This is an optimization exercise on Yosys and OpenROAD, whose aim is small area, a short achievable clock period and few clock cycles, not a production implementation. Function was checked by simulation only, so behaviour that the tests miss may differ from the original. Power figures rest on the tool's default switching activity, not on a simulated workload.

Design PriorityQueue, start of the top module:
module PriorityQueue (
  input         clock,
  input         reset,
  output        io_head_valid,
  output        io_head_none,
  output [7:0]  io_head_prio_cycle,
  output [3:0]  io_head_prio_superCycle,
  output [5:0]  io_head_refID,
  input         io_cmd_valid,
  input         io_cmd_op,
  input  [7:0]  io_cmd_prio_cycle,
  input  [3:0]  io_cmd_prio_superCycle,
  input  [5:0]  io_cmd_refID,
  output        io_cmd_done,
  output        io_cmd_result,
  output [7:0]  io_cmd_rm_prio_cycle,
  output [3:0]  io_cmd_rm_prio_superCycle
);
  localparam N = 33;
  localparam W = 18;             
  reg  [W-1:0] s [0:N-1];
  reg          pValid;           
  reg          pOp;
  reg  [W-1:0] pElem;            
  reg  [N-1:0] le;               
  reg  [N-1:0] match;            
  reg  [5:0]   clrCnt;           
  reg          idle;             
  reg  [W-1:0] headReg;
  reg          headNone;
  reg          headValid;
  reg          resultReg;
  reg  [11:0]  rmPrioReg;
  wire         full = ~&s[N-1][5:0];
  wire         ins = pValid & pOp & ~full;
  wire         rem = pValid & ~pOp;
  wire [N-1:0] after;    
  wire [W-1:0] sn [0:N-1];
  wire [11:0]  ck = {io_cmd_prio_superCycle, io_cmd_prio_cycle};
  wire [11:0]  nck = ~ck;
  wire [W-1:0] cElem = {ck, io_cmd_refID};
  wire         cValid = io_cmd_valid & idle;
  wire [N-1:0] cLe;      
  wire [N-1:0] cMatch;   
  wire [11:0]  cRm [0:N-1];    
  wire [N-1:0] eqS;      
  wire         eqP = pElem[5:0] == io_cmd_refID;
  wire         pRemSame = pValid & ~pOp & eqP;
  wire         pInsSame = pValid & pOp & ~full & eqP;
  pq_prefix_or #(.N(N)) u_after (.x(match), .y(after));
  genvar i;
  generate
    for (i = 0; i < N; i = i + 1) begin : g_slot
      if (i == 0) begin : g_first
        assign cRm[i] = {12{eqS[i]}} & s[i][17:6];
      end else begin : g_rest
        assign cRm[i] = cRm[i-1] | ({12{eqS[i]}} & s[i][17:6]);
      end
  ...
Size in the first run: about 4800 cells after synthesis, about 720 flip-flops, roughly 56 I/O pins, about 43000 sq um of cells after synthesis.
export LEC_CHECK = 0
export CAP_MARGIN = 20
export CORE_MARGIN = 2
export CORE_UTILIZATION = 45
export CTS_BUF_LIST = sky130_fd_sc_hd__clkbuf_8
export SLEW_MARGIN = 20
export SYNTH_HIERARCHICAL = 1
export TNS_END_PERCENT = 0
create_clock -name core_clock -period 12.0 [get_ports {clock}]
standard.sh (not shown) runs the stock make flow with config.mk's settings and CLKGATE_MAP_FILE= SYNTH_SCRIPT=/design/flow/synth_recipe.tcl, a recipe that flattens the netlist after the stock synthesis.
==> flow/flow/run.sh <==
#!/bin/bash
set -euo pipefail
MARGIN=$(cat flow/margin.txt)
bash standard.sh SETUP_SLACK_MARGIN=$MARGIN finish > flow_make.log 2>&1
==> flow/flow/margin.txt <==
8.3
The first run finished clean.
Testbench counts at the start, summed over its fixed seeds: cycles 3,200.
==> next run, changes <==
CORE_UTILIZATION = 30   (was 45)
CTS_BUF_LIST = default   (was sky130_fd_sc_hd__clkbuf_8)
TNS_END_PERCENT = default   (was 0)
Result:
- The changed run finished with timing, DRC and antenna clean
- via count is higher by 4.0%
- non-clock buffer count increases by 137
- die area came out higher by 49%
- area after synthesis stays the same
- sequential power rose by about 2%
- clock skew goes down by 0.017 ns
- total power rises by 6.4%
- first-iteration DRC count increases by 22%
==> next run, changes <==
CORE_UTILIZATION = 55   (was 30)
CTS_BUF_LIST = sky130_fd_sc_hd__clkbuf_8   (was default)
TNS_END_PERCENT = 0   (was default)
Outcome:
- The new run finished with timing, DRC and antenna clean
- total power shrinks by 6.2%
- register-to-register slack is worse by 0.10 ns
- sequential share of layout area rose by 2.5 points
- global-route usage climbs by 20 points
- wire length is lower by 5.7%
- clock power is lower by 16%
- worst setup slack is better by 0.014 ns
- combinational power falls by 5.3%
- sequential cell count does not change
- fmax rises by 0.35%
- critical path depth does not change

* * *

PriorityQueue, a different RTL version from the one above (not shown whole).
Size in the first run: about 4700 cells after synthesis, ~720 flip-flops, roughly 0.043 mm2 of cells after synthesis.
export LEC_CHECK = 0
export CAP_MARGIN = 20
export CORE_MARGIN = 2
export CORE_UTILIZATION = 45
export SLEW_MARGIN = 20
export SYNTH_HIERARCHICAL = 1
export TNS_END_PERCENT = 0
create_clock -name core_clock -period 12.0 [get_ports {clock}]
==> flow/flow/run.sh <==
#!/bin/bash
set -euo pipefail
MARGIN=$(cat flow/margin.txt)
bash standard.sh SETUP_SLACK_MARGIN=$MARGIN \
  "BUFFER_PORTS_ARGS=-buffer_cell sky130_fd_sc_hd__buf_4" finish > flow_make.log 2>&1
==> flow/flow/margin.txt <==
8.4
The baseline produced a clean layout.
Testbench counts at the start, summed over its fixed seeds: cycles 3,200.
Edit:
- CTS_BUF_LIST: not set -> sky130_fd_sc_hd__clkbuf_8
- PLACE_DENSITY: not set -> 0.75
Outcome:
- cell count came out higher by 0.77%
- design area came out lower by 2.1%
- synthesized area does not change
- combinational power is about the same
Edit:
==> flow/flow/margin.txt (replaced) <==
8.0
- PLACE_DENSITY: 0.75 -> not set
Outcome: The changed run finished clean. Cell count does not change. Count of clock-buffer cells in the layout is higher by 20. Critical path depth is higher by 1. Final area is lower by 1.2%. Die area is unchanged. Sequential power is about the same. Worst hold slack barely changes.
Edit:
==> flow/flow/margin.txt (replaced) <==
8.8
Result: Die area stays the same; register-to-register slack improved by 0.41 ns; cell area rises by 1.8%.

* * *

Starting RTL as in the previous note.
clock: 12.0 ns
lec_check: 0
cap_margin: 20
core_margin: 2
core_utilization: 45
cts_buf_list: sky130_fd_sc_hd__clkbuf_8
place_density: 0.75
slew_margin: 20
synth_hierarchical: 1
tns_end_percent: 0
==> flow/flow/margin.txt <==
8.8
Scripts as last shown in full above: flow/flow/run.sh
Testbench counts at the start, summed over its fixed seeds: cycles 3,200.
Edit:
==> flow/flow/margin.txt (replaced) <==
8.4
- PLACE_DENSITY: 0.75 -> not set
The new run completed with no timing, DRC or antenna violations. Via count goes down by 0.57%. Worst setup slack stays flat. Hold slack is better by 0.0031 ns. Final area goes up by 0.63%. Clock skew is about the same. Total power goes up by 2.1%. Core utilization goes up by 0.31 points. Combinational power hardly moves. Sequential share of layout area goes down by 0.17 points. Die area stays the same.

[afterwards: timing with drivers on the ports]
The results above use ideal ports. As a check the final layouts listed here were re-extracted and re-timed, cells and wires unchanged.
Step 1 assumes that a clkbuf_16 drives the clock port and a buf_2 every other input.
Step 2, shift: input delay + t, output delay - t, t = (earliest + latest rising clock arrival at the registers) / 2. This alone moves slack from input paths to output paths.
Three values: ideal, step 1, step 2; two values: the first two.
run | t, ns | setup slack, ns | worst hold slack (ns) | clock arrival spread, ns | pins driven straight from the clock port
the first run of note 1 | 0.922 | 8.131 / 8.122 / 7.238 | 0.519 / 0.519 / 0.519 | 0.051 / 0.051 | 1
the second run of note 1 | 0.774 | 8.115 / 7.975 / 7.201 | 0.509 / 0.509 / 0.509 | 0.034 / 0.034 | 1
the third run of note 1 | 0.889 | 8.129 / 8.121 / 7.266 | 0.512 / 0.512 / 0.512 | 0.039 / 0.039 | 1
the first run of note 2 | 0.745 | 8.131 / 8.035 / 7.290 | 0.525 / 0.525 / 0.525 | 0.040 / 0.040 | 1
the second run of note 2 | 0.859 | 8.158 / 8.171 / 7.316 | 0.522 / 0.522 / 0.522 | 0.052 / 0.052 | 1
the third run of note 2 | 0.907 | 7.882 / 7.905 / 7.019 | 0.525 / 0.525 / 0.525 | 0.059 / 0.059 | 1
the fourth run of note 2 | 0.907 | 8.156 / 8.165 / 7.258 | 0.525 / 0.525 / 0.525 | 0.059 / 0.060 | 1
the first run of note 3 | 0.859 | 8.158 / 8.171 / 7.316 | 0.522 / 0.522 / 0.522 | 0.052 / 0.052 | 1
the second run of note 3 | 0.907 | 8.156 / 8.165 / 7.258 | 0.525 / 0.525 / 0.525 | 0.059 / 0.060 | 1
After both steps setup and hold are still met in every run listed. The setup slack of the second run of note 1, which loses most, moves by -0.140 ns with the drivers and by -0.914 ns with both steps.
